Source: an optimization exercise on an open RTL-to-GDS flow (aim: small area, a short achievable clock period and few clock cycles). Production flows keep margins and buffers that such runs may drop.
The RTL was checked by simulation tests, not by an equivalence proof against the original design.
Power figures rest on the tool's default switching activity, not on a simulated workload.

### design/flow/run.sh
#!/bin/bash
# synth_recipe.tcl (not shown) runs the flow's synth.tcl, then flattens the netlist and writes it again
# the make line also repeats each setting of config.mk as NAME=value (left out here)
make -C /OpenROAD-flow-scripts/flow DESIGN_CONFIG=/design/flow/config.mk WORK_HOME=/design/flow/orfs CLKGATE_MAP_FILE= SYNTH_SCRIPT=/design/flow/synth_recipe.tcl finish
### design/flow/config.mk
export PLATFORM = sky130hd
export DESIGN_NAME = ni_apb_bridge
export DESIGN_NICKNAME = ni_apb_bridge
export VERILOG_FILES = /design/flow/design.v
export SDC_FILE = /design/flow/constraint.sdc
export NUM_CORES = 4
export LEC_CHECK = 0
export CAP_MARGIN = 20
export CORE_MARGIN = 2
export CORE_UTILIZATION = 40
export SLEW_MARGIN = 20
### design/flow/constraint.sdc
create_clock -name core_clock -period 5.0 [get_ports {clk}]
set_input_delay 1.0000 -clock core_clock [delete_from_list [all_inputs] [get_ports {clk}]]
set_output_delay 1.0000 -clock core_clock [all_outputs]
set_load 0.01 [all_outputs]
### design/flow/design.v
module sync_fifo #(
    parameter DEPTH = 8,
    parameter WIDTH = 32
) (
    input                  rstn,        
    input                  clk,         
    input                  fifo_wreq,   
    input                  fifo_rreq,   
    input      [WIDTH-1:0] din,         
    output reg [WIDTH-1:0] dout,        
    output                 empty,       
    output                 full         
);
  reg [$clog2(DEPTH)-1:0] wptr;
  reg [$clog2(DEPTH)-1:0] rptr;
  reg [WIDTH-1:0] fifo[0:DEPTH-1];
  always @(posedge clk) begin
    if (!rstn) begin
      wptr <= 0;
    end else begin
      if (fifo_wreq & !full) begin
        fifo[wptr] <= din;
        wptr <= wptr + 1'b1;
      end
    end
  end
  always @(posedge clk) begin
    if (!rstn) begin
      rptr <= 0;
    end else begin
      if (fifo_rreq & !empty) begin
        dout <= fifo[rptr];
        rptr <= rptr + 1'b1;
      end
    end
  end
  assign full  = (wptr + 1'b1) == rptr;
  assign empty = wptr == rptr;
endmodule
module ni (
    input             clk,
    input             resetn,
    input      [15:0] i_flit,
    input             enable,
    output reg [15:0] o_flit,
    output            ready,
    output            valid_out,
    input      [32:0] fifo_din,
    input             fifo_empty,
    output            fifo_rreq,
    input             fifo_full,
    output     [31:0] fifo_dout,
    output            fifo_wreq
);
  localparam [1:0] INITIAL_REQ_ST = 2'd0, SAMPLE_DATA_REQ_ST = 2'd1, WRT_REQ_ST = 2'd2,
                   WAIT_REQ_ST = 2'd3;
  reg [1:0] req_state;
  reg [2:0] beat;   
  reg [15:0] head_flit, tail_flit;
  reg [14:0] body0_data, body1_data;   
  reg [1:0]  body2_data;               
  wire trans_done;
  always @(posedge clk) begin
    if (!resetn) begin
      req_state <= INITIAL_REQ_ST;
      beat      <= 3'd0;
    end else begin
      case (req_state)
        INITIAL_REQ_ST: begin
          beat <= 3'd0;
          if (enable) begin
            head_flit <= i_flit;
            req_state <= SAMPLE_DATA_REQ_ST;
          end
        end
        SAMPLE_DATA_REQ_ST: begin
          case (beat)
            3'd0: body0_data <= i_flit[15:1];
            3'd1: body1_data <= i_flit[15:1];
            3'd2: body2_data <= i_flit[2:1];
            3'd3: ;   
            default: tail_flit <= i_flit;
          endcase
          beat <= beat + 3'd1;
          if (beat == 3'd4) req_state <= WRT_REQ_ST;
        end
        WRT_REQ_ST: begin
          if (!fifo_full) req_state <= WAIT_REQ_ST;
        end
        default: begin
          if (trans_done) req_state <= INITIAL_REQ_ST;
        end
      endcase
    end
  end
  assign ready     = (req_state == INITIAL_REQ_ST);
  assign fifo_wreq = (req_state == WRT_REQ_ST);
  assign fifo_dout = {body2_data, body1_data, body0_data};
  localparam [1:0] INITIAL_RESP_ST = 2'd0, FIFO_RREQ_RESP_ST = 2'd1, FIFO_SAMPLE_DATA_ST = 2'd2,
                   DRIVE_FLIT_OUT_ST = 2'd3;
  reg [1:0] resp_state;
  reg [2:0] out_beat;
  always @(posedge clk) begin
    if (!resetn) begin
      resp_state <= INITIAL_RESP_ST;
      out_beat   <= 3'd0;
    end else begin
      case (resp_state)
        INITIAL_RESP_ST: begin
          out_beat <= 3'd0;
          if (!fifo_empty) resp_state <= FIFO_RREQ_RESP_ST;
        end
        FIFO_RREQ_RESP_ST:   resp_state <= FIFO_SAMPLE_DATA_ST;
        FIFO_SAMPLE_DATA_ST: resp_state <= DRIVE_FLIT_OUT_ST;
        default: begin
          out_beat <= out_beat + 3'd1;
          if (out_beat == 3'd4) resp_state <= INITIAL_RESP_ST;
        end
      endcase
    end
  end
  assign fifo_rreq  = (resp_state == FIFO_RREQ_RESP_ST);
  assign valid_out  = (resp_state == DRIVE_FLIT_OUT_ST);
  assign trans_done = valid_out && (out_beat == 3'd4);
  always @(*) begin
    case (out_beat)
      3'd0: o_flit = head_flit;
      3'd1: o_flit = {2'b00, fifo_din[31:18]};
      3'd2: o_flit = fifo_din[17:2];
      3'd3: o_flit = {fifo_din[1:0], fifo_din[32], 13'b0};
      default: o_flit = tail_flit;
    endcase
  end
endmodule
module apb_manager (
    input             PCLK,
    input             PRESETn,
    input      [31:0] PRDATA,
    input             PREADY,
    input             PSLVERR,
    output     [13:0] PADDR,
    output            PSEL,
    output            PENABLE,
    output            PWRITE,
    output     [31:0] PWDATA,
    input      [31:0] in_trans_pkt,
    input             fifo_full,       
    input             fifo_empty,      
    output     [32:0] out_trans_pkt,
    output            fifo_rreq,
    output            fifo_wreq
);
  localparam [2:0] DONE_ST = 3'd0, IDLE_ST = 3'd1, FIFO_RREQ_ST = 3'd2, SETUP_ST = 3'd3,
                   ACCESS_ST = 3'd4;
  localparam [1:0] FIFO_WR_INIT_ST = 2'd0, FIFO_CHK_FULL = 2'd1, FIFO_PUSH_ST = 2'd2;
  reg [2:0] p_state;
  reg [1:0] curr_resp_st;
  reg [31:0] prdata_buff;
  reg pslverr_buff;
  wire rcv_done  = (p_state == DONE_ST);
  wire resp_done = (curr_resp_st == FIFO_PUSH_ST);
  always @(posedge PCLK) begin
    if (!PRESETn) begin
      p_state <= IDLE_ST;
    end else begin
      case (p_state)
        IDLE_ST:      if (!fifo_empty) p_state <= FIFO_RREQ_ST;
        FIFO_RREQ_ST: p_state <= SETUP_ST;
        SETUP_ST:     p_state <= ACCESS_ST;
        ACCESS_ST: begin
          if (PREADY) begin
            p_state      <= DONE_ST;
            prdata_buff  <= PRDATA;
            pslverr_buff <= PSLVERR;
          end
        end
        DONE_ST:      if (resp_done) p_state <= IDLE_ST;
        default:      p_state <= IDLE_ST;
      endcase
    end
  end
  assign fifo_rreq = (p_state == FIFO_RREQ_ST);
  assign PSEL      = (p_state == SETUP_ST) || (p_state == ACCESS_ST);
  assign PENABLE   = (p_state == ACCESS_ST);
  assign PADDR     = in_trans_pkt[14:1];
  assign PWRITE    = in_trans_pkt[0];
  assign PWDATA    = in_trans_pkt;
  always @(posedge PCLK) begin
    if (!PRESETn) begin
      curr_resp_st <= FIFO_WR_INIT_ST;
    end else begin
      case (curr_resp_st)
        FIFO_WR_INIT_ST: if (rcv_done) curr_resp_st <= FIFO_CHK_FULL;
        FIFO_CHK_FULL:   if (!fifo_full) curr_resp_st <= FIFO_PUSH_ST;
        default:         curr_resp_st <= FIFO_WR_INIT_ST;
      endcase
    end
  end
  assign fifo_wreq     = resp_done;
  assign out_trans_pkt = {pslverr_buff, prdata_buff};
endmodule
module ni_apb_bridge (
    input         clk,
    input         resetn,
    input  [15:0] i_flit,
    input         enable,
    output [15:0] o_flit,
    output        ready,
    output        valid_out,
    input  [31:0] prdata,
    input         pready,
    input         pslverr,
    output [13:0] paddr,
    output        psel,
    output        penable,
    output        pwrite,
    output [31:0] pwdata
);
  wire        req_fifo_full, req_fifo_empty;
  wire        ni_req_fifo_wreq, apb_req_fifo_rreq;
  wire [31:0] ni_req_fifo_din, req_fifo_dout;
  wire        resp_fifo_full, resp_fifo_empty;
  wire        apb_resp_fifo_wreq, ni_resp_fifo_rreq;
  wire [32:0] apb_resp_fifo_din, resp_fifo_dout;
  ni ni_inst (
      .clk       (clk),
      .resetn    (resetn),
      .i_flit    (i_flit),
      .enable    (enable),
      .o_flit    (o_flit),
      .ready     (ready),
      .valid_out (valid_out),
      .fifo_din  (resp_fifo_dout),
      .fifo_empty(resp_fifo_empty),
      .fifo_rreq (ni_resp_fifo_rreq),
      .fifo_full (req_fifo_full),
      .fifo_dout (ni_req_fifo_din),
      .fifo_wreq (ni_req_fifo_wreq)
  );
  sync_fifo #(
      .DEPTH(8),
      .WIDTH(32)
  ) req_fifo (
      .rstn     (resetn),
      .clk      (clk),
      .fifo_wreq(ni_req_fifo_wreq),
      .fifo_rreq(apb_req_fifo_rreq),
      .din      (ni_req_fifo_din),
      .dout     (req_fifo_dout),
      .empty    (req_fifo_empty),
      .full     (req_fifo_full)
  );
  sync_fifo #(
      .DEPTH(8),
      .WIDTH(33)
  ) resp_fifo (
      .rstn     (resetn),
      .clk      (clk),
      .fifo_wreq(apb_resp_fifo_wreq),
      .fifo_rreq(ni_resp_fifo_rreq),
      .din      (apb_resp_fifo_din),
      .dout     (resp_fifo_dout),
      .empty    (resp_fifo_empty),
      .full     (resp_fifo_full)
  );
  apb_manager apb_mgr (
      .PCLK         (clk),
      .PRESETn      (resetn),
      .PRDATA       (prdata),
      .PREADY       (pready),
      .PSLVERR      (pslverr),
      .PADDR        (paddr),
      .PSEL         (psel),
      .PENABLE      (penable),
      .PWRITE       (pwrite),
      .PWDATA       (pwdata),
      .in_trans_pkt (req_fifo_dout),
      .fifo_full    (resp_fifo_full),
      .fifo_empty   (req_fifo_empty),
      .out_trans_pkt(apb_resp_fifo_din),
      .fifo_rreq    (apb_req_fifo_rreq),
      .fifo_wreq    (apb_resp_fifo_wreq)
  );
endmodule
==> results of run 1 <==
## power groups by stage
stage	logic (W)	registers, W	clock network (W)
floorplan	0.000513	0.00680	0
global placement	0.000866	0.00681	0
detailed placement	0.000880	0.00683	0
CTS	0.000884	0.00670	0.00552
global route	0.000941	0.00671	0.00573
finish	0.000873	0.00670	0.00539
## cell families (layout without fill, tap and decap cells)
| group | after synthesis | after routing |
|---|---|---|
| adder cells (fa/ha/maj) | 21 | 21 |
| AO/OA/AOI/OAI | 67 | 67 |
| XOR/XNOR | 15 | 15 |
| multiplexers | 200 | 200 |
| buffers and inverters | 89 | 294 |
| flip-flops | 709 | 709 |
| AND/OR/NAND/NOR | 121 | 121 |
## cell type report
type	instances	area (um^2)
Inverter	18	67.6
Multi-Input combinational cell	424	5500
Clock inverter	35	409
Fill cell	5436	35300
Clock buffer	93	1970
Sequential cell	709	21000
Timing Repair Buffer	148	1410
Tap cell	873	1090
## placed cells by master (no fill, tap or decap), types with 4 or more instances in the layout
cell type / instances
clkdlybuf4s50_1: 119
ha_1: 21
clkinv_2: 13
nand3_1: 7
clkbuf_16: 76
nor2b_1: 5
a31oi_2: 14
mux2i_1: 5
mux4_2: 130
edfxtp_1: 682
mux2_2: 65
clkinv_1: 9
nor2_1: 21
nor3_1: 7
nor2_2: 4
xnor2_1: 9
clkbuf_1: 17
a21oi_1: 11
dfxtp_1: 21
nand2b_1: 4
bufinv_16: 9
buf_4: 29
nor2_4: 14
inv_1: 18
a22oi_1: 16
nand2_1: 25
dfxtp_2: 4
nor3_2: 9
## registers in the layout, summed over array words and instances (netlist names), 15 cells and up
| register | count |
|---|---|
| ni_inst.body1_data | 15 |
| req_fifo.fifo | 256 |
| ni_inst.head_flit | 16 |
| resp_fifo.dout | 33 |
| ni_inst.body0_data | 15 |
| req_fifo.dout | 32 |
| apb_mgr.prdata_buff | 32 |
| resp_fifo.fifo | 264 |
| ni_inst.tail_flit | 16 |
## stage by stage
stage / total power, W / instances / hold WS (ps)
floorplan: 0.00731 / 1222 / 431
global placement: 0.00768 / 2172 / 456
detailed placement: 0.00771 / 2172 / 475
CTS: 0.0131 / 2300 / 490
global route: 0.0134 / 2300 / 508
finish: 0.0130 / 2300 / 493
## how the worst min path moves through the flow
| stage | endpoint | depth (start not counted) | slack [ps] | startpoint |
|---|---|---|---|---|
| after CTS | apb_mgr.curr_resp_st[0]$_SDFFE_PN0P_ | 1 | 490 | apb_mgr.curr_resp_st[1]$_SDFFE_PN0P_ |
| after detailed placement | apb_mgr.curr_resp_st[0]$_SDFFE_PN0P_ | 1 | 470 | apb_mgr.curr_resp_st[1]$_SDFFE_PN0P_ |
| after global routing | apb_mgr.curr_resp_st[0]$_SDFFE_PN0P_ | 1 | 510 | apb_mgr.curr_resp_st[1]$_SDFFE_PN0P_ |
| after global placement | apb_mgr.curr_resp_st[0]$_SDFFE_PN0P_ | 1 | 460 | apb_mgr.curr_resp_st[1]$_SDFFE_PN0P_ |
| after floorplan | apb_mgr.curr_resp_st[0]$_SDFFE_PN0P_ | 1 | 430 | apb_mgr.curr_resp_st[1]$_SDFFE_PN0P_ |
| final | ni_inst.req_state[1]$_SDFFE_PN0P_ | 2 | 490 | ni_inst.req_state[1]$_SDFFE_PN0P_ |
## critical path: cells and delay by family (launching register included)
kind,cells,cell delay [ps]
fa+ha+maj,1,190
flops,1,400
buf+inv,3,900
compound gates,1,410
simple gates,2,960
## metal layers
metal	track usage	vias to the layer above	share of wire
li1	-	5308	-
met1	0.203	6328	0.43
met2	0.259	293	0.51
met3	0.0250	91	0.041
met4	0.0524	0	0.028
met5	0	-	0
==> qor.yml, run 1 <==
clock_tree:
  clk_latency_ps: 600
  ctsResizeCount: 0
  cts_setup_buffers: 0
  tritoncts: "yes"
  cts_max_path_buffers: 3
  ctsHoldBuffers: 0
  cts.sinks: 709
  clock-root-buffer: "clkbuf_16"
  clk_pin_slew_ps: 60
  cts_inserted_buffers: 73
  h-tree-depth: 3
sta:
  period_needed_ps: 4480
  setup_viol: 0
  fin_ws_ps: 525
  setup_tns_ps: 0
  tightestPinTransition_ps: 1050
  period_share: 0.895
  finalHoldViolCount: 0
  slew_viol_final: 0
  max_clock_freq_mhz: 223
  fin_skew_ps: 14.7
  relSlewSlack: 0.298
  rsz0062_at_grt: "no"
setup_path:
  r2r_end: "resp_fifo.fifo[0][9]$_DFFE_PP_"
  reg2reg_from: "resp_fifo.rptr[2]$_SDFFE_PN0P_"
  critPathLaunch: "ni_inst.out_beat[0]$_SDFFE_PN0N_"
  critical-path-slowest-cell: "or4_4"
  crit_path_max_fanout: 32
  reg2reg_setup_slack_ps: 2030
  endpoint: "o_flit[1]"
  max_stage_delay_ps: 840
  critPathKind: "reg2out"
  rr_worst_depth: 6
  path_cells: "inv_1, ha_1, nor2b_1, buf_4, or4_4, a31oi_2, clkdlybuf4s50_1"
  cp-start-kind: "flip-flop"
  cp.arrival_ps: 3480
  endpoint_kind: "primary output"
  cp.required_ps: 4000
pwr:
  swShare: 0.211
  combPwrFrac: 0.067
  leakage_nw: 9.65
  power.share.clock: 0.416
  switchingPower_w: 0.00273
  intPower_w: 0.0102
  p_seq_frac: 0.517
  peakVddDrop_v: 0.000199
  p_per_area_nw_per_um2: 412
logic_synthesis:
  synth_cell_types: 58
  synth_fa_ha_area_frac: 0.00978
  synthTopCellsByArea: "edfxtp_1, mux4_2, mux2_2"
  syn_inst: 1222
  synthMuxAreaShare: 0.138
  synthSimpleGateAreaFrac: 0.0248
  synth_top_area_cell: "edfxtp_1"
  synth_common_cells: "edfxtp_1, mux4_2, mux2_2, dfxtp_1"
  synth_warnings: 4
  synth_top_family_by_area: "multiplexers"
  synth-xor-area-share: 0.00628
  yosysSeqAreaShare: 0.782
  synth_edf_count: 682
  ys.flop_type: "edfxtp_1"
  synth.most_common_cell: "edfxtp_1"
  netlist_area_um2: 26900
  async_flop_share: 0
  avgSynthCellArea_um2: 22.0
  synth_fp_nets: 1296
  synth_compound_area_frac: 0.0211
  synth_top_area_frac: 0.762
  synth-seq-cells: 709
floorplan:
  ioPinCount: 120
  rows: 95
  die_w_um: 263
  core_area_um2: 66800
  initial_core_util: 0.402
  die_area_um2: 69300
  fp.dieH_um: 263
grt:
  grt_antenna_before_repair: 2
  grt_pass1_vias: 12400
  grt_first_pass_wirelength_um: 78800
  grt_max_degree: 70
  track_usage: 0.154
  grt-ovfl-total: 0
placement:
  place_ws_ps: 1150
  routabilityCongestion: 0.760
  place_hpwl_um: 30500
  io_buffers: 119
  place_area_um2: 29100
finish:
  antenna_cells: 0
  final_cell_area_um2: 31500
  final_util: 0.471
  layout-drive-gt1-share: 0.272
  final_nets: 1448
  area_growth_pct: 17.1
detailed_routing:
  routedWlPerCell_um: 22.9
  route.detailed.vias_per_inst: 5.23
  routed_wirelength_um: 52800
  dr_total_vias: 12000
  antenna_left: 0
  firstDrtPassIters: 5
  initialDrtViolationCount: 836
  drc: 0
worst_hold_path:
  hold_path.class: "reg2reg"
flow_run:
  drv_cap: 0
status:
  status: "no timing/DRC/antenna violations"
Testbench counts, summed over its fixed seeds: cycles 36,787.
==> run 2: changes to the inputs <==
==> design/flow/design.v (replaced) <==
module ni_apb_bridge (
    input         clk,
    input         resetn,
    input  [15:0] i_flit,
    input         enable,
    output [15:0] o_flit,
    output        ready,
    output        valid_out,
    input  [31:0] prdata,
    input         pready,
    input         pslverr,
    output [13:0] paddr,
    output        psel,
    output        penable,
    output        pwrite,
    output [31:0] pwdata
);
  reg [15:0] h_q, t_q, o_q;    
  reg [31:0] pw_q;             
  reg        e_q;              
  reg        rdy_q, psel_q, pen_q, vld_q;
  reg [2:0]  rx_q;             
  reg        infl_q;           
  reg        pend_q;           
  reg [2:0]  beat_q;           
  wire take   = rdy_q & enable;
  wire xend   = pen_q & pready;
  wire ofree  = ~vld_q | (beat_q == 3'd4);
  wire start  = (xend | pend_q) & ofree;
  wire [31:0] rd_perm = {prdata[1:0], prdata[31:18], prdata[17:2]};
  always @(posedge clk) begin
    if (!resetn) begin
      rdy_q  <= 1'b1;
      rx_q   <= 3'd0;
      infl_q <= 1'b0;
      psel_q <= 1'b0;
      pen_q  <= 1'b0;
      pend_q <= 1'b0;
      vld_q  <= 1'b0;
    end else begin
      if (take) rx_q <= 3'd1;
      else if (rx_q == 3'd5) rx_q <= 3'd0;
      else if (rx_q != 3'd0) rx_q <= rx_q + 3'd1;
      if (take) infl_q <= 1'b1;
      else if (start) infl_q <= 1'b0;
      rdy_q <= ~take & (rx_q == 3'd0 || rx_q == 3'd5) & (~infl_q | start);
      if ((rx_q == 3'd1 && !i_flit[1]) || (rx_q == 3'd3 && pw_q[0])) psel_q <= 1'b1;
      else if (xend) psel_q <= 1'b0;
      pen_q  <= psel_q & ~xend;
      pend_q <= (xend | pend_q) & ~start;
      if (start) vld_q <= 1'b1;
      else if (beat_q == 3'd4) vld_q <= 1'b0;
    end
  end
  always @(posedge clk) begin
    if (rdy_q) h_q <= i_flit;
    if (rx_q == 3'd5) t_q <= i_flit;
    if (xend) begin
      pw_q <= rd_perm;
      e_q  <= pslverr;
    end else begin
      if (rx_q == 3'd1) pw_q[14:0] <= i_flit[15:1];
      if (rx_q == 3'd2) pw_q[29:15] <= i_flit[15:1];
      if (rx_q == 3'd3) pw_q[31:30] <= i_flit[2:1];
    end
    if (start) begin
      o_q    <= h_q;
      beat_q <= 3'd0;
    end else begin
      beat_q <= beat_q + 3'd1;
      case (beat_q)
        3'd0:    o_q <= {2'b00, pw_q[29:16]};
        3'd1:    o_q <= pw_q[15:0];
        3'd2:    o_q <= {pw_q[31:30], e_q, 13'b0};
        default: o_q <= t_q;
      endcase
    end
  end
  assign ready     = rdy_q;
  assign valid_out = vld_q;
  assign o_flit    = o_q;
  assign psel      = psel_q;
  assign penable   = pen_q;
  assign paddr     = pw_q[14:1];
  assign pwrite    = pw_q[0];
  assign pwdata    = pw_q;
endmodule
--- a/design/flow/config.mk
+++ b/design/flow/config.mk
@@ -8,4 +8,5 @@
 export CAP_MARGIN = 20
 export CORE_MARGIN = 2
 export CORE_UTILIZATION = 40
+export SETUP_SLACK_MARGIN = 3.5
 export SLEW_MARGIN = 20
==> run 2 against run 1 <==
Still clean. Synthesized area shrank 86%. Sequential power is 84% lower. Utilization up 17 points. Combinational power up 17%.
==> qor.yml, run 2 <==
flow_run:
  drv_cap: 0  # unchanged
logic_synthesis:
  yosysSeqAreaShare: 0.649  # was 0.782
  synth_cell_types: 33  # was 58
  synth_warnings: 1  # was 4
  synth_fp_nets: 401  # was 1296
  syn_inst: 339  # was 1222
  ys.flop_type: "edfxtp_1"  # unchanged
  synth.most_common_cell: "nand2_1"  # was edfxtp_1
  synthTopCellsByArea: "edfxtp_1, dfxtp_1, nand2_1"  # was edfxtp_1, mux4_2, mux2_2
  synth_top_area_cell: "edfxtp_1"  # unchanged
  avgSynthCellArea_um2: 11.4  # was 22.0 um^2
  synth-seq-cells: 93  # was 709
  synth_common_cells: "nand2_1, edfxtp_1, dfxtp_1, buf_4, nor3_1"  # was edfxtp_1, mux4_2, mux2_2, dfxtp_1
  async_flop_share: 0  # unchanged
  synth_top_area_frac: 0.504  # was 0.762
  synth_edf_count: 65  # was 682
  netlist_area_um2: 3870  # was 26900 um^2
sta:
  fin_ws_ps: 2940  # was 525 ps
  tightestPinTransition_ps: 450  # was 1050 ps
  fin_skew_ps: 11.5  # was 14.7 ps
  setup_viol: 0  # unchanged
  slew_viol_final: 0  # unchanged
  period_share: 0.411  # was 0.895
  setup_tns_ps: 0  # unchanged
  relSlewSlack: 0.700  # was 0.298
  max_clock_freq_mhz: 486  # was 223 MHz
  rsz0062_at_grt: "yes"  # was no
  period_needed_ps: 2060  # was 4480 ps
  finalHoldViolCount: 0  # unchanged
pwr:
  swShare: 0.333  # was 0.211
  combPwrFrac: 0.392  # was 0.067
  p_per_area_nw_per_um2: 433  # was 412 nW/um^2
  leakage_nw: 2.46  # was 9.65 nW
  p_seq_frac: 0.414  # was 0.517
  intPower_w: 0.00173  # was 0.0102 W
  peakVddDrop_v: 0.000207  # was 0.000199 V
  power.share.clock: 0.194  # was 0.416
  switchingPower_w: 0.000863  # was 0.00273 W
finish:
  layout-drive-gt1-share: 0.475  # was 0.272
  final_cells: 632  # was 2300
  area_growth_pct: 54.3  # was 17.1%
  regMostFlops: "pw_q"  # was resp_fifo.fifo
  largest_reg_flops: 32  # was 264
  final_common_cell: "edfxtp_1"  # unchanged
  final_nets: 560  # was 1448
  antenna_cells: 0  # unchanged
  final_cell_mix: "edfxtp_1, nand2_1, buf_2, nand2_2, buf_6"  # was edfxtp_1, mux4_2, clkdlybuf4s50_1, clkbuf_16, mux2_2
clock_tree:
  clk_pin_slew_ps: 90  # was 60 ps
  tritoncts: "yes"  # unchanged
  cts.sinks: 93  # was 709
  h-tree-depth: 3  # unchanged
  cts_inserted_buffers: 9  # was 73
  clk_latency_ps: 370  # was 600 ps
  clock-root-buffer: "clkbuf_8"  # was clkbuf_16
  cts_max_path_buffers: 2  # was 3
grt:
  track_usage: 0.237  # was 0.154
  grt_first_pass_wirelength_um: 17900  # was 78800 um
  grt_max_degree: 19  # was 70
  grtUsageMet3: 0.0417  # was 0.0250
  grt-ovfl-total: 0  # unchanged
  busiest_layer: "met2"  # unchanged
  grt_pass1_vias: 3170  # was 12400
  grt_use_met2: 0.378  # was 0.259
  grt_antenna_before_repair: 0  # was 2
  met1_usage: 0.324  # was 0.203
worst_hold_path:
  hold_path.class: "reg2reg"  # unchanged
  min_path_cells: 2  # unchanged
  min_from: "infl_q$_SDFFE_PN0P_"  # was ni_inst.req_state[1]$_SDFFE_PN0P_
  hold_end: "infl_q$_SDFFE_PN0P_"  # was ni_inst.req_state[1]$_SDFFE_PN0P_
setup_path:
  crit_path_max_fanout: 2  # was 32
  r2r_end: "o_q[13]$_DFF_P_"  # was resp_fifo.fifo[0][9]$_DFFE_PP_
  reg2reg_from: "beat_q[0]$_SDFF_PP0_"  # was resp_fifo.rptr[2]$_SDFFE_PN0P_
  rr_worst_depth: 5  # was 6
  cp.required_ps: 4000  # about the same
  cp-start-kind: "flip-flop"  # unchanged
  endpoint_kind: "primary output"  # unchanged
  cp.arrival_ps: 1060  # was 3480 ps
  critPathKind: "reg2out"  # unchanged
  reg2reg_setup_slack_ps: 3390  # was 2030 ps
placement:
  dp.cells: 556  # was 2172
  place_hpwl_um: 7300  # was 30500 um
  place_ws_ps: 1970  # was 1150 ps
  io_buffers: 119  # unchanged
  routabilityCongestion: 0.845  # was 0.760
floorplan:
  rows: 35  # was 95
  fp.dieH_um: 102  # was 263 um
  core_area_um2: 9330  # was 66800 um^2
  die_area_um2: 10500  # was 69300 um^2
  die_w_um: 102  # was 263 um
  ioPinCount: 120  # unchanged
  initial_core_util: 0.415  # was 0.402
detailed_routing:
  antenna_left: 0  # unchanged
  firstDrtPassIters: 4  # was 5
  routedWlPerCell_um: 19.0  # was 22.9 um
  initialDrtViolationCount: 177  # was 836
  routed_wirelength_um: 12000  # was 52800 um
  dr_total_vias: 3173  # was 12000
  route.detailed.vias_per_inst: 5.02  # was 5.23
  drc: 0  # unchanged
status:
  status: "no timing/DRC/antenna violations"  # unchanged
-- run 2: area by class of cell --
| class | count | area, um^2 |
|---|---|---|
| Fill cell | 749 | 3350 |
| Sequential cell | 93 | 2540 |
| Timing Repair Buffer | 174 | 1530 |
| Multi-Input combinational cell | 206 | 1410 |
| Tap cell | 129 | 161 |
| Clock buffer | 10 | 149 |
| Inverter | 10 | 65.1 |
| Timing Repair inverter | 4 | 60.1 |
| Clock inverter | 6 | 52.6 |
-- run 2: timing repair --
| item | in CTS | in global routing |
|---|---|---|
| pin swaps | 9 | 19 |
| resized for setup | 375 | 45 |
| hold buffers | 0 | 0 |
| cloned | 9 | 0 |
| setup buffers | 42 | 9 |
| endpoints found under the setup margin | 176 | 104 |
-- run 2: critical path, cell delays in order (launching register included) --
cell      delay [ps]
edfxtp_1         440
buf_6            150
buf_6            110
-- run 2: cell families (layout without fill, tap and decap cells) --
| logic type | after synthesis | in the layout | share of synthesized area |
|---|---|---|---|
| buffers and inverters | 43 | 204 | 0.0656 |
| xor gates and xnor gates | 1 | 1 | 0.00226 |
| DFF | 93 | 93 | 0.649 |
| AOI/OAI and AO/OA | 58 | 61 | 0.104 |
| and+or+nand+nor | 134 | 134 | 0.147 |
| adders and majority gates | 9 | 9 | 0.0291 |
| muxes | 1 | 1 | 0.00291 |
-- run 2: power by group through the flow --
| stage | Clock (W) | Combinational, W | Sequential [W] |
|---|---|---|---|
| CTS | 0.000506 | 0.000938 | 0.00106 |
| detailed placement | 0 | 0.000732 | 0.00106 |
| global placement | 0 | 0.000728 | 0.00106 |
| floorplan | 0 | 0.000388 | 0.00107 |
| finish | 0.000502 | 0.00102 | 0.00107 |
| global route | 0.000541 | 0.00108 | 0.00109 |
-- run 2: routing by layer --
layer / vias up / wire length (um) / part of all wire
li1: 1508 / - / -
met1: 1515 / 4960 / 0.41
met2: 131 / 5890 / 0.49
met3: 19 / 926 / 0.077
met4: 0 / 214 / 0.018
met5: - / 0 / 0
-- run 2: stage by stage --
stage	hold slack, ps	utilization	area [um^2]	power [W]
after floorplan	433	-	4130	0.00146
after global placement	448	0.554	5170	0.00179
after detailed placement	465	0.554	5170	0.00179
after CTS	520	0.623	5810	0.00250
after global routing	498	0.640	5970	0.00271
final	476	0.640	5970	0.00259
-- run 2: how the worst max path moves through the flow --
stage          cells past startpoint               start               to
6_report                           2  pw_q[12]$_DFFE_PP_       pwdata[12]
5_1_grt                            2  pw_q[12]$_DFFE_PP_       pwdata[12]
4_1_cts                            2   pw_q[0]$_DFFE_PP_           pwrite
3_5_place_dp                       4              pready   o_q[0]$_DFF_P_
3_3_place_gp                       4              pready   o_q[3]$_DFF_P_
2_1_floorplan                      5              pready  o_q[10]$_DFF_P_
Testbench counts of run 2, summed over its fixed seeds: cycles 10,485.
==> run 3: changes to the inputs <==
--- a/design/flow/config.mk
+++ b/design/flow/config.mk
@@ -8,5 +8,5 @@
 export CAP_MARGIN = 20
 export CORE_MARGIN = 2
 export CORE_UTILIZATION = 40
-export SETUP_SLACK_MARGIN = 3.5
+export SETUP_SLACK_MARGIN = 3.0
 export SLEW_MARGIN = 20
==> run 3 against run 2 <==
Final cell count down 1.4%. Total power decreased by 9.8%. Sequential power decreased by 5%. Clock power is 7.8% higher.
==> qor.yml, run 3 <==
flow_run:
  drv_cap: 0  # unchanged
floorplan:
  rows: 35  # unchanged
  die_area_um2: 10500  # unchanged
  ioPinCount: 120  # unchanged
  initial_core_util: 0.415  # unchanged
  die_w_um: 102  # unchanged
  fp.dieH_um: 102  # unchanged
  core_area_um2: 9330  # unchanged
sta:
  rsz0062_at_grt: "yes"  # unchanged
  setup_viol: 0  # unchanged
  relSlewSlack: 0.434  # was 0.700
  slew_viol_final: 0  # unchanged
  period_needed_ps: 2160  # was 2060 ps
  period_share: 0.432  # was 0.411
  max_clock_freq_mhz: 463  # was 486 MHz
  tightestPinTransition_ps: 849  # was 450 ps
  fin_skew_ps: 9.72  # was 11.5 ps
  setup_tns_ps: 0  # unchanged
  finalHoldViolCount: 0  # unchanged
logic_synthesis:
  synth-seq-cells: 93  # unchanged
  synth_fp_nets: 401  # unchanged
  synthTopCellsByArea: "edfxtp_1, dfxtp_1, nand2_1"  # unchanged
  avgSynthCellArea_um2: 11.4  # unchanged
  synth_edf_count: 65  # unchanged
  async_flop_share: 0  # unchanged
  yosysSeqAreaShare: 0.649  # unchanged
  synth.most_common_cell: "nand2_1"  # unchanged
  synth_cell_types: 33  # unchanged
  synth_warnings: 1  # unchanged
  synth_common_cells: "nand2_1, edfxtp_1, dfxtp_1, buf_4, nor3_1"  # unchanged
  ys.flop_type: "edfxtp_1"  # unchanged
  synth_top_area_cell: "edfxtp_1"  # unchanged
  synth_top_area_frac: 0.504  # unchanged
  netlist_area_um2: 3870  # unchanged
  syn_inst: 339  # unchanged
finish:
  final_cell_mix: "nand2_1, edfxtp_1, clkdlybuf4s50_1, buf_2, buf_4"  # was edfxtp_1, nand2_1, buf_2, nand2_2, buf_6
  regMostFlops: "pw_q"  # unchanged
  final_common_cell: "nand2_1"  # was edfxtp_1
  final_nets: 551  # was 560
  largest_reg_flops: 32  # unchanged
  layout-drive-gt1-share: 0.277  # was 0.475
  antenna_cells: 0  # unchanged
  n_fill_cell: 795  # was 749
  final_util: 0.600  # was 0.640
  area_growth_pct: 44.6  # was 54.3%
detailed_routing:
  wl_met2_um: 5560  # was 5890 um
  antenna_left: 0  # unchanged
  route.met3.wl_um: 689  # was 926 um
  initialDrtViolationCount: 189  # was 177
  firstDrtPassIters: 5  # was 4
  dr_total_vias: 3155  # was 3173
  highest_layer: "met4"  # unchanged
  routed_wirelength_um: 11100  # was 12000 um
  route.detailed.vias_per_inst: 5.06  # was 5.02
  routedWlPerCell_um: 17.9  # was 19.0 um
  m1WireLength_um: 4660  # was 4960 um
  drc: 0  # unchanged
grt:
  track_usage: 0.214  # was 0.237
  grt_max_degree: 25  # was 19
  grt_antenna_before_repair: 0  # unchanged
  grt-ovfl-total: 0  # unchanged
  grt_first_pass_wirelength_um: 16300  # was 17900 um
  grt_pass1_vias: 2997  # was 3170
status:
  status: "no timing/DRC/antenna violations"  # unchanged
setup_path:
  cp-start-kind: "flip-flop"  # unchanged
  cp.arrival_ps: 1160  # was 1060 ps
  crit_path_max_fanout: 2  # unchanged
  cp.required_ps: 4000  # about the same
  endpoint_kind: "primary output"  # unchanged
  critPathKind: "reg2out"  # unchanged
pwr:
  leakage_nw: 2.31  # was 2.46 nW
  power_w: 0.00233  # was 0.00259 W
  peakVddDrop_v: 0.000174  # was 0.000207 V
  p_per_area_nw_per_um2: 417  # was 433 nW/um^2
clock_tree:
  clk_latency_ps: 360  # was 370 ps
  clock-root-buffer: "clkbuf_8"  # unchanged
  h-tree-depth: 3  # unchanged
  cts_max_path_buffers: 2  # unchanged
  tritoncts: "yes"  # unchanged
  cts.sinks: 93  # unchanged
  clk_pin_slew_ps: 90  # about the same
  ctsHoldBuffers: 0  # unchanged
  cts_inserted_buffers: 9  # unchanged
placement:
  place_hpwl_um: 7450  # was 7300 um
  routabilityCongestion: 0.851  # was 0.845
  io_buffers: 119  # unchanged
worst_hold_path:
  hold_path.class: "reg2reg"  # unchanged
run 3: cell type report:
type	instances	area, um^2	area share
sequential	93	2520	0.450
timing repair buffer	169	1460	0.261
multi-input combinational	206	1190	0.213
tap	129	161	0.0289
clock buffer	10	149	0.0266
clock inverter	6	66.3	0.0119
inverter	10	51.3	0.00917
run 3: timing repair:
item | CTS | global route
gates cloned | 3 | 2
hold endpoints to repair | 0 | 0
pin swaps | 2 | 2
setup buffers | 38 | 6
endpoints found under the setup margin | 148 | 52
resized for setup | 243 | 28
run 3: power breakdown:
part           internal, W  switching [W]  total, W
Clock             0.000265       0.000276  0.000541
Sequential        0.000958      0.0000662   0.00102
Combinational     0.000374       0.000396  0.000770
Total              0.00160       0.000738   0.00233
run 3: worst paths after layout:
kind,start,end,slack (ps),cells past startpoint
worst max-delay path,pw_q[6]$_DFFE_PP_,paddr[5],2840,3
worst min-delay path,beat_q[0]$_SDFF_PP0_,beat_q[0]$_SDFF_PP0_,480,1
worst max register to register,rx_q[1]$_SDFFE_PP0P_,t_q[14]$_DFFE_PP_,3120,3
worst min register to register,beat_q[0]$_SDFF_PP0_,beat_q[0]$_SDFF_PP0_,480,1
run 3: logic make-up after synthesis:
family	Yosys count	synth area share
buf+inv	43	0.0656
xor+xnor	1	0.00226
flops	93	0.649
fa+ha+maj	9	0.0291
simple gates	134	0.147
mux	1	0.00291
compound gates	58	0.104
run 3: metal layers:
metal  track usage  up-vias
li1              -     1484
met4        0.0831        0
met2         0.340      141
met1         0.299     1512
met3        0.0301       18
met5             0        -
run 3: metrics by stage:
stage / std cells / worst slack (ps) / instance area, um^2 / hold WS (ps)
global route: 623 / 2820 / 5590 / 522
floorplan: 339 / 3010 / 3870 / 433
CTS: 615 / 2740 / 5450 / 488
finish: 623 / 2840 / 5590 / 483
global placement: 558 / 1940 / 5040 / 449
detailed placement: 558 / 1880 / 5040 / 463
run 3: critical path, stage by stage (launching register included):
cell	delay [ps]
edfxtp_1	440
buf_6	140
buf_6	110
buf_6	110
==> run 4: changes to the inputs <==
--- a/design/flow/config.mk
+++ b/design/flow/config.mk
@@ -8,5 +8,4 @@
 export CAP_MARGIN = 20
 export CORE_MARGIN = 2
 export CORE_UTILIZATION = 40
-export SETUP_SLACK_MARGIN = 3.0
 export SLEW_MARGIN = 20
==> run 4 against run 3 <==
Still clean on timing, DRC and antenna. Synthesized area stayed put. Flip-flop and latch count did not move. Final cell count decreased by 8.0%. Critical path depth decreased by 2. Via count down 9.5%. Setup slack worse by 750 ps. Global-route usage is 1.7 points lower.
==> qor.yml, run 4 <==
logic_synthesis:
  synth_top_area_cell: "edfxtp_1"  # unchanged
  synth_top_area_frac: 0.504  # unchanged
  yosysSeqAreaShare: 0.649  # unchanged
  ys.flop_type: "edfxtp_1"  # unchanged
  synth_common_cells: "nand2_1, edfxtp_1, dfxtp_1, buf_4, nor3_1"  # unchanged
  avgSynthCellArea_um2: 11.4  # unchanged
  netlist_area_um2: 3870  # unchanged
  synth_fp_nets: 401  # unchanged
  syn_inst: 339  # unchanged
  synthTopCellsByArea: "edfxtp_1, dfxtp_1, nand2_1"  # unchanged
  synth-seq-cells: 93  # unchanged
  async_flop_share: 0  # unchanged
  synth.most_common_cell: "nand2_1"  # unchanged
  synth_warnings: 1  # unchanged
  synth_edf_count: 65  # unchanged
  synth_cell_types: 33  # unchanged
clock_tree:
  clk_latency_ps: 360  # about the same
  h-tree-depth: 3  # unchanged
  ctsResizeCount: 0  # was 243
  cts_setup_buffers: 0  # was 38
  cts_max_path_buffers: 2  # unchanged
  ctsHoldBuffers: 0  # unchanged
  cts_inserted_buffers: 9  # unchanged
  clock-root-buffer: "clkbuf_8"  # unchanged
  tritoncts: "yes"  # unchanged
  clk_pin_slew_ps: 90  # about the same
  cts.sinks: 93  # unchanged
floorplan:
  core_area_um2: 9330  # unchanged
  ioPinCount: 120  # unchanged
  rows: 35  # unchanged
  die_w_um: 102  # unchanged
  die_area_um2: 10500  # unchanged
  initial_core_util: 0.415  # unchanged
  fp.dieH_um: 102  # unchanged
detailed_routing:
  route.detailed.vias_per_inst: 4.98  # was 5.06
  m1WireLength_um: 4480  # was 4660 um
  routedWlPerCell_um: 17.6  # was 17.9 um
  antenna_left: 0  # unchanged
  highest_layer: "met4"  # unchanged
  wl_met2_um: 4800  # was 5560 um
  drc: 0  # unchanged
  routed_wirelength_um: 10100  # was 11100 um
  initialDrtViolationCount: 97  # was 189
  dr_total_vias: 2854  # was 3155
  firstDrtPassIters: 4  # was 5
  route.met3.wl_um: 627  # was 689 um
setup_path:
  cp.arrival_ps: 1910  # was 1160 ps
  cp.required_ps: 4000  # about the same
  critical-path-slowest-cell: "dfxtp_1"  # was edfxtp_1
  cpLargestDelayFamily: "flip-flops"  # unchanged
  critPathKind: "reg2out"  # unchanged
  worst-path-stages: 1  # was 3
  endpoint_kind: "primary output"  # unchanged
  path_buf_inv: 1  # was 3
  max_stage_delay_ps: 880  # was 440 ps
  endpoint: "ready"  # was paddr[5]
  reg2reg_from: "beat_q[0]$_SDFF_PP0_"  # was rx_q[1]$_SDFFE_PP0P_
  cp-start-kind: "flip-flop"  # unchanged
  reg2reg_setup_slack_ps: 2910  # was 3120 ps
  critPathLaunch: "rdy_q$_SDFF_PN1_"  # was pw_q[6]$_DFFE_PP_
  crit_path_max_fanout: 18  # was 2
  r2r_end: "o_q[13]$_DFF_P_"  # was t_q[14]$_DFFE_PP_
  rr_worst_depth: 5  # was 3
  path_cells: "clkdlybuf4s50_1"  # was buf_6, buf_6, buf_6
sta:
  period_share: 0.582  # was 0.432
  max_clock_freq_mhz: 344  # was 463 MHz
  rsz0062_at_grt: "no"  # was yes
  relSlewSlack: 0.411  # was 0.434
  setup_tns_ps: 0  # unchanged
  tightestPinTransition_ps: 884  # was 849 ps
  slew_viol_final: 0  # unchanged
  fin_skew_ps: 10.2  # was 9.72 ps
  setup_viol: 0  # unchanged
  finalHoldViolCount: 0  # unchanged
  period_needed_ps: 2910  # was 2160 ps
pwr:
  leakage_nw: 1.96  # was 2.31 nW
  p_per_area_nw_per_um2: 433  # was 417 nW/um^2
  peakVddDrop_v: 0.000188  # was 0.000174 V
grt:
  grt-ovfl-total: 0  # unchanged
  grt_pass1_vias: 2744  # was 2997
  grt_first_pass_wirelength_um: 15100  # was 16300 um
  grt_antenna_before_repair: 0  # unchanged
  grt_max_degree: 35  # was 25
  track_usage: 0.197  # was 0.214
finish:
  antenna_cells: 0  # unchanged
  final_nets: 501  # was 551
  final_common_cell: "clkdlybuf4s50_1"  # was nand2_1
  area_growth_pct: 35.1  # was 44.6%
  layout-drive-gt1-share: 0.0518  # was 0.277
  regMostFlops: "pw_q"  # unchanged
  final_cell_area_um2: 5230  # was 5590 um^2
  largest_reg_flops: 32  # unchanged
  final_cell_mix: "clkdlybuf4s50_1, nand2_1, edfxtp_1, dfxtp_1, nor3_1"  # was nand2_1, edfxtp_1, clkdlybuf4s50_1, buf_2, buf_4
  n_fill_cell: 841  # was 795
placement:
  io_buffers: 119  # unchanged
  place_hpwl_um: 7330  # was 7450 um
  routabilityCongestion: 0.798  # was 0.851
  place_area_um2: 5030  # was 5040 um^2
flow_run:
  drv_cap: 0  # unchanged
status:
  status: "no timing/DRC/antenna violations"  # unchanged
worst_hold_path:
  hold_path.class: "reg2reg"  # unchanged
[run 4: where the power goes]
part           switching, W  internal, W  total (W)
registers         0.0000851     0.000959    0.00104
clock network      0.000263     0.000247   0.000510
logic              0.000350     0.000358   0.000708
[run 4: logic make-up (layout without fill, tap and decap cells)]
kind of cell               Yosys count  count (layout)  share of synthesized area
xor gates and xnor gates             1               1                    0.00226
muxes                                1               1                    0.00291
buffers and inverters               43             148                     0.0656
DFF                                 93              93                      0.649
and+or+nand+nor                    134             134                      0.147
adders and majority gates            9               9                     0.0291
AOI/OAI and AO/OA                   58              58                      0.104
[run 4: area by class of cell]
cell class                 count  area, um^2  share of cell area
sequential                    93        2510               0.480
timing repair buffer         122        1210               0.232
multi-input combinational    203        1100               0.211
tap                          129         161              0.0309
clock buffer                  11         141              0.0270
clock inverter                 5        58.8              0.0112
inverter                      10        37.5             0.00718
[run 4: per-layer routing]
layer | up-vias | global-route usage
met3 | 15 | 0.0328
li1 | 1375 | -
met5 | - | 0
met4 | 0 | 0.0718
met2 | 108 | 0.308
met1 | 1356 | 0.278
[run 4: how the worst min path moves through the flow]
stage,slack [ps],cells past startpoint,start,to
after floorplan,430,1,beat_q[0]$_SDFF_PP0_,beat_q[0]$_SDFF_PP0_
after global placement,450,1,beat_q[0]$_SDFF_PP0_,beat_q[0]$_SDFF_PP0_
after detailed placement,470,1,beat_q[0]$_SDFF_PP0_,beat_q[0]$_SDFF_PP0_
after CTS,490,1,beat_q[0]$_SDFF_PP0_,beat_q[0]$_SDFF_PP0_
after global routing,520,1,beat_q[0]$_SDFF_PP0_,beat_q[0]$_SDFF_PP0_
final,500,1,beat_q[0]$_SDFF_PP0_,beat_q[0]$_SDFF_PP0_
[run 4: metrics by stage]
step | hold slack [ps] | std cells | worst slack [ps] | power, W | utilization
after floorplan | 433 | 339 | 2960 | 0.00144 | -
after global placement | 455 | 557 | 2010 | 0.00177 | 0.539
after detailed placement | 465 | 557 | 1990 | 0.00177 | 0.539
after CTS | 494 | 573 | 2060 | 0.00228 | 0.561
after global routing | 517 | 573 | 1980 | 0.00238 | 0.561
final | 504 | 573 | 2090 | 0.00226 | 0.561
==> run 5: changes to the inputs <==
==> design/flow/flow/run.sh (new file) <==
#!/bin/bash
# The standard layout, with the port buffers made from sky130_fd_sc_hd__buf_1
# (buffer_ports otherwise picks clkdlybuf4s50_1, a slow delay cell).
set -euo pipefail
export BUFFER_PORTS_ARGS="-buffer_cell sky130_fd_sc_hd__buf_1"
bash standard.sh finish > standard_flow.log 2>&1
==> design/flow/standard.sh (new file) <==
#!/bin/bash
# synth_recipe.tcl (not shown) runs the flow's synth.tcl, then flattens the netlist and writes it again
# the make line also repeats each setting of config.mk as NAME=value (left out here)
make -C /OpenROAD-flow-scripts/flow DESIGN_CONFIG=/design/flow/config.mk WORK_HOME=/design/flow/orfs CLKGATE_MAP_FILE= SYNTH_SCRIPT=/design/flow/synth_recipe.tcl "${@:-finish}"
--- a/design/flow/config.mk
+++ b/design/flow/config.mk
@@ -8,4 +8,5 @@
 export CAP_MARGIN = 20
 export CORE_MARGIN = 2
 export CORE_UTILIZATION = 40
+export SETUP_SLACK_MARGIN = 3.6
 export SLEW_MARGIN = 20
removed: design/flow/run.sh
==> run 5 against run 4 <==
Still clean on timing, DRC and antenna. Non-clock buffer count increased by 68. Fmax increased by 42%. Final area increased by 14%. Global-route usage increased by 3.9 points. Die area unchanged. Register-to-register slack improved by 540 ps. Clock skew decreased by 0.86 ps. Sequential power about the same. Critical path depth unchanged. Final cell count increased by 14%. Setup slack improved by 860 ps. Critical path type unchanged.
==> qor.yml, run 5 <==
placement:
  place_hpwl_um: 6970  # was 7330 um
  io_buffers: 119  # unchanged
  routabilityCongestion: 0.875  # was 0.798
  place_ws_ps: 2250  # was 1990 ps
logic_synthesis:
  netlist_area_um2: 3870  # unchanged
  synth.most_common_cell: "nand2_1"  # unchanged
  synth-seq-cells: 93  # unchanged
  synth_warnings: 1  # unchanged
  avgSynthCellArea_um2: 11.4  # unchanged
  synth_cell_types: 33  # unchanged
  ys.flop_type: "edfxtp_1"  # unchanged
  synthTopCellsByArea: "edfxtp_1, dfxtp_1, nand2_1"  # unchanged
  synth_top_area_cell: "edfxtp_1"  # unchanged
  async_flop_share: 0  # unchanged
  yosysSeqAreaShare: 0.649  # unchanged
  syn_inst: 339  # unchanged
  synth_fp_nets: 401  # unchanged
  synth_common_cells: "nand2_1, edfxtp_1, dfxtp_1, buf_4, nor3_1"  # unchanged
  synth_edf_count: 65  # unchanged
  synth_top_area_frac: 0.504  # unchanged
detailed_routing:
  antenna_left: 0  # unchanged
  routedWlPerCell_um: 19.5  # was 17.6 um
  dr_total_vias: 3398  # was 2854
  firstDrtPassIters: 5  # was 4
  initialDrtViolationCount: 272  # was 97
  drc: 0  # unchanged
  routed_wirelength_um: 12800  # was 10100 um
  route.detailed.vias_per_inst: 5.19  # was 4.98
grt:
  track_usage: 0.236  # was 0.197
  grt-ovfl-total: 0  # unchanged
  grt_first_pass_wirelength_um: 17500  # was 15100 um
  grt_antenna_before_repair: 0  # unchanged
  grt_pass1_vias: 3165  # was 2744
  grt_max_degree: 20  # was 35
sta:
  fin_skew_ps: 9.32  # was 10.2 ps
  max_clock_freq_mhz: 489  # was 344 MHz
  rsz0062_at_grt: "yes"  # was no
  fin_ws_ps: 2960  # was 2090 ps
  slew_viol_final: 0  # unchanged
  setup_viol: 0  # unchanged
  tightestPinTransition_ps: 414  # was 884 ps
  finalHoldViolCount: 0  # unchanged
  period_needed_ps: 2040  # was 2910 ps
  relSlewSlack: 0.723  # was 0.411
  setup_tns_ps: 0  # unchanged
  period_share: 0.409  # was 0.582
setup_path:
  crit_path_max_fanout: 3  # was 18
  path_buf_inv: 1  # unchanged
  cp.required_ps: 4000  # about the same
  max_stage_delay_ps: 510  # was 880 ps
  cp.arrival_ps: 1040  # was 1910 ps
  path_cells: "clkbuf_2"  # was clkdlybuf4s50_1
  critical-path-slowest-cell: "edfxtp_1"  # was dfxtp_1
  endpoint_kind: "primary output"  # unchanged
  cp-start-kind: "flip-flop"  # unchanged
  cpLargestDelayFamily: "flip-flops"  # unchanged
  critPathKind: "reg2out"  # unchanged
  reg2reg_setup_slack_ps: 3450  # was 2910 ps
clock_tree:
  cts.sinks: 93  # unchanged
  ctsHoldBuffers: 0  # unchanged
  tritoncts: "yes"  # unchanged
  clock-root-buffer: "clkbuf_8"  # unchanged
  h-tree-depth: 3  # unchanged
  cts_inserted_buffers: 9  # unchanged
  clk_latency_ps: 370  # was 360 ps
  cts_max_path_buffers: 2  # unchanged
  clk_pin_slew_ps: 90  # about the same
finish:
  final_nets: 583  # was 501
  largest_reg_flops: 32  # unchanged
  final_cell_mix: "edfxtp_1, buf_1, nand2_1, buf_4, clkbuf_2"  # was clkdlybuf4s50_1, nand2_1, edfxtp_1, dfxtp_1, nor3_1
  ff_latch_area_um2: 2550  # was 2510 um^2
  antenna_cells: 0  # unchanged
  final_util: 0.640  # was 0.561
  n_fill_cell: 708  # was 841
  area_growth_pct: 54.2  # was 35.1%
  regMostFlops: "pw_q"  # unchanged
  multi_input_area_um2: 1620  # was 1100 um^2
  final_common_cell: "edfxtp_1"  # was clkdlybuf4s50_1
  layout-drive-gt1-share: 0.492  # was 0.0518
pwr:
  leakage_nw: 2.49  # was 1.96 nW
  peakVddDrop_v: 0.000213  # was 0.000188 V
  power_w: 0.00256  # was 0.00226 W
  p_per_area_nw_per_um2: 429  # was 433 nW/um^2
floorplan:
  die_area_um2: 10500  # unchanged
  die_w_um: 102  # unchanged
  initial_core_util: 0.415  # unchanged
  ioPinCount: 120  # unchanged
  core_area_um2: 9330  # unchanged
  rows: 35  # unchanged
  fp.dieH_um: 102  # unchanged
status:
  status: "no timing/DRC/antenna violations"  # unchanged
flow_run:
  drv_cap: 0  # unchanged
worst_hold_path:
  hold_path.class: "reg2reg"  # unchanged
==> run 5: changes by cell type in the layout (fill, tap and decap cells not counted), sizes merged <==
cell / delta
a21oi: +2
clkinv: +6
clkdlybuf4s50: -119
nand2: +1
a21o: +2
and2: +1
or2: +2
inv: -2
clkbuf: +38
buf: +149
a21boi: +1
bufinv: +1
==> run 5: timing repair <==
action,CTS,global route
resized for setup,105,98
setup buffers,49,21
pin swaps,20,29
endpoints found under the setup margin,174,155
cloned,13,2
==> run 5: cell families after synthesis <==
logic type	count (synthesis)	share of synthesized area
AOI/OAI and AO/OA	58	0.104
and+or+nand+nor	134	0.147
buffers and inverters	43	0.0656
adders and majority gates	9	0.0291
xor gates and xnor gates	1	0.00226
DFF	93	0.649
muxes	1	0.00291
==> run 5: report_power, final <==
| group | leakage (nW) | internal, W | switching (W) |
|---|---|---|---|
| Clock | 0.107 | 0.000280 | 0.000263 |
| Sequential | 0.849 | 0.000974 | 0.0000995 |
| Combinational | 1.54 | 0.000467 | 0.000476 |
==> run 5: routing by layer <==
layer | routed length (um) | share of wire | vias to the layer above | GRT usage
met1 | 4960 | 0.39 | 1606 | 0.304
met5 | 0 | 0 | - | 0
met4 | 532 | 0.042 | 0 | 0.117
met2 | 6310 | 0.49 | 187 | 0.383
li1 | - | - | 1560 | -
met3 | 980 | 0.077 | 45 | 0.0472
==> run 5: layout make-up <==
type,count,area share
Sequential cell,93,0.427
Multi-Input combinational cell,212,0.271
Timing Repair Buffer,190,0.213
Tap cell,129,0.0271
Clock buffer,11,0.0220
Timing Repair inverter,5,0.0151
Clock inverter,5,0.0126
Inverter,10,0.0124
==> run 5: per-stage QoR <==
step	hold WS [ps]	std cells	area (um^2)
after floorplan	433	339	4140
after global placement	449	554	4420
after detailed placement	473	554	4420
after CTS	471	632	5480
after global routing	490	655	5970
final	467	655	5970
==> run 5: final timing paths <==
kind / from / endpoint / depth (start not counted)
hold reg to reg: infl_q$_SDFFE_PN0P_ / infl_q$_SDFFE_PN0P_ / 2
setup / recovery: pw_q[13]$_DFFE_PP_ / pwdata[13] / 1
hold / removal: infl_q$_SDFFE_PN0P_ / infl_q$_SDFFE_PN0P_ / 2
setup reg to reg: beat_q[1]$_SDFF_PP0_ / o_q[1]$_DFF_P_ / 7
==> run 5: tightest hold or removal path: cells and delay by family (launching register included) <==
kind           cells  cell delay [ps]
AO/OA/AOI/OAI      2              110
flip-flops         1              320
==> run 6: changes to the inputs <==
--- a/design/flow/config.mk
+++ b/design/flow/config.mk
@@ -8,5 +8,5 @@
 export CAP_MARGIN = 20
 export CORE_MARGIN = 2
 export CORE_UTILIZATION = 40
-export SETUP_SLACK_MARGIN = 3.6
+export SETUP_SLACK_MARGIN = 3.3
 export SLEW_MARGIN = 20
==> run 6 against run 5 <==
Still clean. Fmax increased by 3.1%. Clock skew rose by 0.93 ps. Final cell count is 4.9% lower. Register-to-register slack lost 110 ps. Sequential share of layout area rose by 6.5 points. Setup slack gained 62 ps. Via count down 10%. Final area is 14% lower. Global-route usage down 4.7 points. Total power fell by 7.9%. Critical endpoint is now paddr[13].
==> qor.yml, run 6 <==
status:
  status: "no timing/DRC/antenna violations"  # unchanged
logic_synthesis:
  yosysSeqAreaShare: 0.649  # unchanged
  synth_common_cells: "nand2_1, edfxtp_1, dfxtp_1, buf_4, nor3_1"  # unchanged
  synth_edf_count: 65  # unchanged
  synth_top_area_frac: 0.504  # unchanged
  synth_cell_types: 33  # unchanged
  synth-seq-cells: 93  # unchanged
  netlist_area_um2: 3870  # unchanged
  async_flop_share: 0  # unchanged
  synth_top_area_cell: "edfxtp_1"  # unchanged
  syn_inst: 339  # unchanged
  synthTopCellsByArea: "edfxtp_1, dfxtp_1, nand2_1"  # unchanged
  synth.most_common_cell: "nand2_1"  # unchanged
  avgSynthCellArea_um2: 11.4  # unchanged
  synth_warnings: 1  # unchanged
  synth_fp_nets: 401  # unchanged
  ys.flop_type: "edfxtp_1"  # unchanged
clock_tree:
  clk_pin_slew_ps: 90  # about the same
  cts_max_path_buffers: 2  # unchanged
  clk_latency_ps: 360  # was 370 ps
  cts.sinks: 93  # unchanged
  clock-root-buffer: "clkbuf_8"  # unchanged
  ctsHoldBuffers: 0  # unchanged
  cts_inserted_buffers: 9  # unchanged
  tritoncts: "yes"  # unchanged
  h-tree-depth: 3  # unchanged
pwr:
  swShare: 0.314  # was 0.328
  switchingPower_w: 0.000740  # was 0.000839 W
  p_seq_frac: 0.447  # was 0.419
  power_w: 0.00236  # was 0.00256 W
  intPower_w: 0.00162  # was 0.00172 W
  combPwrFrac: 0.322  # was 0.368
  power.share.clock: 0.231  # was 0.212
  leakage_nw: 2.10  # was 2.49 nW
  p_per_area_nw_per_um2: 458  # was 429 nW/um^2
  peakVddDrop_v: 0.000175  # was 0.000213 V
placement:
  routabilityCongestion: 0.806  # was 0.875
  io_buffers: 119  # unchanged
  place_hpwl_um: 6800  # was 6970 um
detailed_routing:
  route.detailed.vias_per_inst: 4.91  # was 5.19
  highest_layer: "met4"  # unchanged
  firstDrtPassIters: 4  # was 5
  m1WireLength_um: 4380  # was 4960 um
  wl_met2_um: 4990  # was 6310 um
  initialDrtViolationCount: 173  # was 272
  dr_total_vias: 3057  # was 3398
  drc: 0  # unchanged
  route.met3.wl_um: 705  # was 980 um
  routed_wirelength_um: 10300  # was 12800 um
  antenna_left: 0  # unchanged
  routedWlPerCell_um: 16.6  # was 19.5 um
finish:
  area_growth_pct: 33.0  # was 54.2%
  layout-drive-gt1-share: 0.314  # was 0.492
  final_util: 0.552  # was 0.640
  final_common_cell: "nand2_1"  # was edfxtp_1
  final_nets: 551  # was 583
  largest_reg_flops: 32  # unchanged
  regMostFlops: "pw_q"  # unchanged
  final_cell_mix: "nand2_1, edfxtp_1, buf_1, buf_4, clkbuf_2"  # was edfxtp_1, buf_1, nand2_1, buf_4, clkbuf_2
  antenna_cells: 0  # unchanged
setup_path:
  reg2reg_from: "beat_q[1]$_SDFF_PP0_"  # unchanged
  path_buf_inv: 1  # unchanged
  max_stage_delay_ps: 460  # was 510 ps
  cp.required_ps: 4000  # about the same
  r2r_end: "o_q[13]$_DFF_P_"  # was o_q[1]$_DFF_P_
  reg2reg_setup_slack_ps: 3340  # was 3450 ps
  critical-path-slowest-cell: "edfxtp_1"  # unchanged
  crit_path_max_fanout: 3  # unchanged
  cp.arrival_ps: 980  # was 1040 ps
  cp-start-kind: "flip-flop"  # unchanged
  critPathKind: "reg2out"  # unchanged
  rr_worst_depth: 5  # was 7
  path_cells: "clkbuf_2"  # unchanged
  cpLargestDelayFamily: "flip-flops"  # unchanged
  endpoint_kind: "primary output"  # unchanged
sta:
  period_needed_ps: 1980  # was 2040 ps
  relSlewSlack: 0.599  # was 0.723
  rsz0062_at_grt: "yes"  # unchanged
  tightestPinTransition_ps: 602  # was 414 ps
  period_share: 0.396  # was 0.409
  finalHoldViolCount: 0  # unchanged
  max_clock_freq_mhz: 505  # was 489 MHz
  setup_viol: 0  # unchanged
  fin_skew_ps: 10.3  # was 9.32 ps
  slew_viol_final: 0  # unchanged
  setup_tns_ps: 0  # unchanged
  hold_ws_ps: 474  # was 467 ps
floorplan:
  rows: 35  # unchanged
  die_area_um2: 10500  # unchanged
  die_w_um: 102  # unchanged
  initial_core_util: 0.415  # unchanged
  ioPinCount: 120  # unchanged
  core_area_um2: 9330  # unchanged
  fp.dieH_um: 102  # unchanged
worst_hold_path:
  min_from: "beat_q[0]$_SDFF_PP0_"  # was infl_q$_SDFFE_PN0P_
  min_path_cells: 1  # was 2
  hold_end: "beat_q[0]$_SDFF_PP0_"  # was infl_q$_SDFFE_PN0P_
  hold_path.class: "reg2reg"  # unchanged
grt:
  grt_pass1_vias: 2822  # was 3165
  track_usage: 0.189  # was 0.236
  grt_max_degree: 37  # was 20
  grt_antenna_before_repair: 0  # unchanged
  grt-ovfl-total: 0  # unchanged
  grt_first_pass_wirelength_um: 14500  # was 17500 um
flow_run:
  drv_cap: 0  # unchanged
## run 6: cells by family (layout without fill, tap and decap cells)
kind of cell / Yosys count / after routing / share of synthesized area
flip-flops: 93 / 93 / 0.649
multiplexers: 1 / 1 / 0.00291
buffers and inverters: 43 / 194 / 0.0656
adder cells (fa/ha/maj): 9 / 9 / 0.0291
AND/OR/NAND/NOR: 134 / 134 / 0.147
XOR/XNOR: 1 / 1 / 0.00226
AO/OA/AOI/OAI: 58 / 62 / 0.104
## run 6: final cells by class
type | instances | area, um^2
clock buffer | 10 | 128
inverter | 10 | 51.3
fill | 838 | 4180
tap | 129 | 161
clock inverter | 6 | 85.1
sequential | 93 | 2540
multi-input combinational | 207 | 1220
timing repair buffer | 168 | 966
## run 6: what timing repair did
item,4_1_cts,5_1_grt
endpoints found under the setup margin,161,123
buffers inserted,28,21
endpoints found under the hold margin,0,0
cloned,1,3
resized for setup,49,50
pin swaps,2,5
## run 6: power by group through the flow
stage | registers [W] | logic, W | clock network (W)
2_1_floorplan | 0.00107 | 0.000374 | 0
3_3_place_gp | 0.00106 | 0.000543 | 0
3_5_place_dp | 0.00106 | 0.000555 | 0
4_1_cts | 0.00104 | 0.000672 | 0.000549
5_1_grt | 0.00107 | 0.000820 | 0.000574
6_report | 0.00105 | 0.000760 | 0.000544
## run 6: layer usage
metal / GRT usage / vias to the layer above
met3: 0.0431 / 19
met2: 0.300 / 116
met5: 0 / -
met1: 0.254 / 1430
li1: - / 1492
met4: 0.0769 / 0
## run 6: worst max path at each step
stage                            start                end  slack [ps]  cells after the start
finish              pw_q[14]$_DFFE_PP_          paddr[13]        3020                      1
global route         pw_q[6]$_DFFE_PP_          pwdata[6]        3010                      1
CTS                 pw_q[14]$_DFFE_PP_          paddr[13]        3020                      1
detailed placement              pready     o_q[0]$_DFF_P_        2210                      4
global placement                pready    o_q[11]$_DFF_P_        2280                      4
floorplan                       pready  pw_q[0]$_DFFE_PP_        3300                      5
## run 6: stage by stage
step                      setup WS, ps  std cells  area [um^2]
after CTS                         3020        599         4860
after detailed placement          2210        554         4290
after global routing              3010        623         5150
after global placement            2280        554         4290
after floorplan                   3300        339         3920
final                             3020        623         5150
==> run 7: changes to the inputs <==
--- a/design/flow/config.mk
+++ b/design/flow/config.mk
@@ -8,5 +8,5 @@
 export CAP_MARGIN = 20
 export CORE_MARGIN = 2
 export CORE_UTILIZATION = 40
-export SETUP_SLACK_MARGIN = 3.3
+export SETUP_SLACK_MARGIN = 2.5
 export SLEW_MARGIN = 20
==> run 7 against run 6 <==
Setup slack lost 260 ps. Via count fell by 7.9%. Clock skew grew 1.1 ps. Routed wire length decreased by 6.4%. Final cell count down 8.0%. Register-to-register slack got worse by 460 ps. Synthesized area unchanged. Total power down 10%. Die area unchanged. Critical path type is now in2reg. Highest routed layer unchanged.
==> qor.yml, run 7 <==
setup_path:
  critPathKind: "in2reg"  # was reg2out
  max_stage_delay_ps: 570  # was 460 ps
  cp.required_ps: 4990  # was 4000 ps
  reg2reg_from: "beat_q[0]$_SDFF_PP0_"  # was beat_q[1]$_SDFF_PP0_
  critPathLaunch: "pready"  # was pw_q[14]$_DFFE_PP_
  cp-start-kind: "input port"  # was flip-flop
  crit_path_max_fanout: 19  # was 3
sta:
  fin_skew_ps: 11.3  # was 10.3 ps
  period_needed_ps: 2240  # was 1980 ps
  setup_tns_ps: 0  # unchanged
  tightestPinTransition_ps: 848  # was 602 ps
  rsz0062_at_grt: "no"  # was yes
  slew_viol_final: 0  # unchanged
  hold_ws_ps: 482  # was 474 ps
  setup_viol: 0  # unchanged
placement:
  io_buffers: 119  # unchanged
  place_ws_ps: 1840  # was 2210 ps
  routabilityCongestion: 0.834  # was 0.806
  place_hpwl_um: 6950  # was 6800 um
pwr:
  combPwrFrac: 0.263  # was 0.322
  p_per_area_nw_per_um2: 470  # was 458 nW/um^2
  power_w: 0.00211  # was 0.00236 W
  p_seq_frac: 0.490  # was 0.447
  switchingPower_w: 0.000691  # was 0.000740 W
  power.share.clock: 0.247  # was 0.231
  intPower_w: 0.00142  # was 0.00162 W
floorplan:
  core_area_um2: 9330  # unchanged
  rows: 35  # unchanged
  die_area_um2: 10500  # unchanged
  initial_core_util: 0.415  # unchanged
  die_w_um: 102  # unchanged
flow_run:
  drv_cap: 0  # unchanged
finish:
  regMostFlops: "pw_q"  # unchanged
  final_common_cell: "buf_1"  # was nand2_1
  area_growth_pct: 16.2  # was 33.0%
  largest_reg_flops: 32  # unchanged
  final_cell_mix: "buf_1, nand2_1, edfxtp_1, dfxtp_1, nor3_1"  # was nand2_1, edfxtp_1, buf_1, buf_4, clkbuf_2
logic_synthesis:
  ys.flop_type: "edfxtp_1"  # unchanged
  yosysSeqAreaShare: 0.649  # unchanged
  synth.most_common_cell: "nand2_1"  # unchanged
  synth_edf_count: 65  # unchanged
  synth_warnings: 1  # unchanged
  synth-seq-cells: 93  # unchanged
  synth_common_cells: "nand2_1, edfxtp_1, dfxtp_1, buf_4, nor3_1"  # unchanged
  synth_top_area_cell: "edfxtp_1"  # unchanged
  synth_top_area_frac: 0.504  # unchanged
  avgSynthCellArea_um2: 11.4  # unchanged
  syn_inst: 339  # unchanged
  synth_fp_nets: 401  # unchanged
  netlist_area_um2: 3870  # unchanged
  async_flop_share: 0  # unchanged
grt:
  grt_max_degree: 21  # was 37
  track_usage: 0.183  # was 0.189
  grt_first_pass_wirelength_um: 14100  # was 14500 um
  grt_antenna_before_repair: 0  # unchanged
  grt_pass1_vias: 2599  # was 2822
clock_tree:
  clk_latency_ps: 350  # was 360 ps
  cts_inserted_buffers: 9  # unchanged
  cts_max_path_buffers: 2  # unchanged
  clk_pin_slew_ps: 90  # about the same
  tritoncts: "yes"  # unchanged
  cts.sinks: 93  # unchanged
detailed_routing:
  routed_wirelength_um: 9690  # was 10300 um
  firstDrtPassIters: 4  # unchanged
  antenna_left: 0  # unchanged
  dr_total_vias: 2814  # was 3057
  initialDrtViolationCount: 147  # was 173
  drc: 0  # unchanged
status:
  status: "no timing/DRC/antenna violations"  # unchanged
worst_hold_path:
  hold_path.class: "reg2reg"  # unchanged
  min_from: "beat_q[0]$_SDFF_PP0_"  # unchanged
-- run 7: final timing paths --
| check | to | slack [ps] | cells past startpoint |
|---|---|---|---|
| worst max-delay path | pw_q[13]$_DFFE_PP_ | 2760 | 4 |
| worst min-delay path | beat_q[0]$_SDFF_PP0_ | 480 | 1 |
| worst max register to register | o_q[13]$_DFF_P_ | 2880 | 5 |
| worst min register to register | beat_q[0]$_SDFF_PP0_ | 480 | 1 |
-- run 7: through the flow --
stage               std cells  utilization  area (um^2)
detailed placement        557        0.459         4280
global route              573        0.482         4500
global placement          557        0.459         4280
CTS                       573        0.482         4500
floorplan                 339            -         3870
finish                    573        0.482         4500
-- run 7: kinds of logic after synthesis --
kind of cell / Yosys count / synth area share
compound gates: 58 / 0.104
xor+xnor: 1 / 0.00226
fa+ha+maj: 9 / 0.0291
buf+inv: 43 / 0.0656
flops: 93 / 0.649
mux: 1 / 0.00291
simple gates: 134 / 0.147
-- run 7: worst max-delay path: cells and delay by family --
family | cells | cell delay (ps)
compound gates | 1 | 570
buf+inv | 2 | 400
simple gates | 1 | 240
-- run 7: timing repair --
item | 4_1_cts | 5_1_grt
resized for setup | 3 | 0
setup endpoints to repair | 49 | 0
setup buffers | 0 | 0
-- run 7: metal layers --
metal,GRT usage,up-vias,part of all wire
li1,-,1370,-
met1,0.268,1345,0.46
met2,0.283,87,0.48
met3,0.0226,12,0.043
met4,0.0636,0,0.017
met5,0,-,0
-- run 7: final cells by class --
type / instances / area [um^2]
fill: 915 / 4830
sequential: 93 / 2510
multi-input combinational: 203 / 1110
timing repair buffer: 122 / 469
tap: 129 / 161
clock buffer: 10 / 149
clock inverter: 6 / 60.1
inverter: 10 / 38.8
-- run 7: power by group through the flow --
stage	clock, W	sequential, W	combinational (W)
floorplan	0	0.00107	0.000369
global route	0.000558	0.00105	0.000614
CTS	0.000527	0.00104	0.000563
global placement	0	0.00105	0.000554
detailed placement	0	0.00105	0.000562
finish	0.000522	0.00104	0.000557
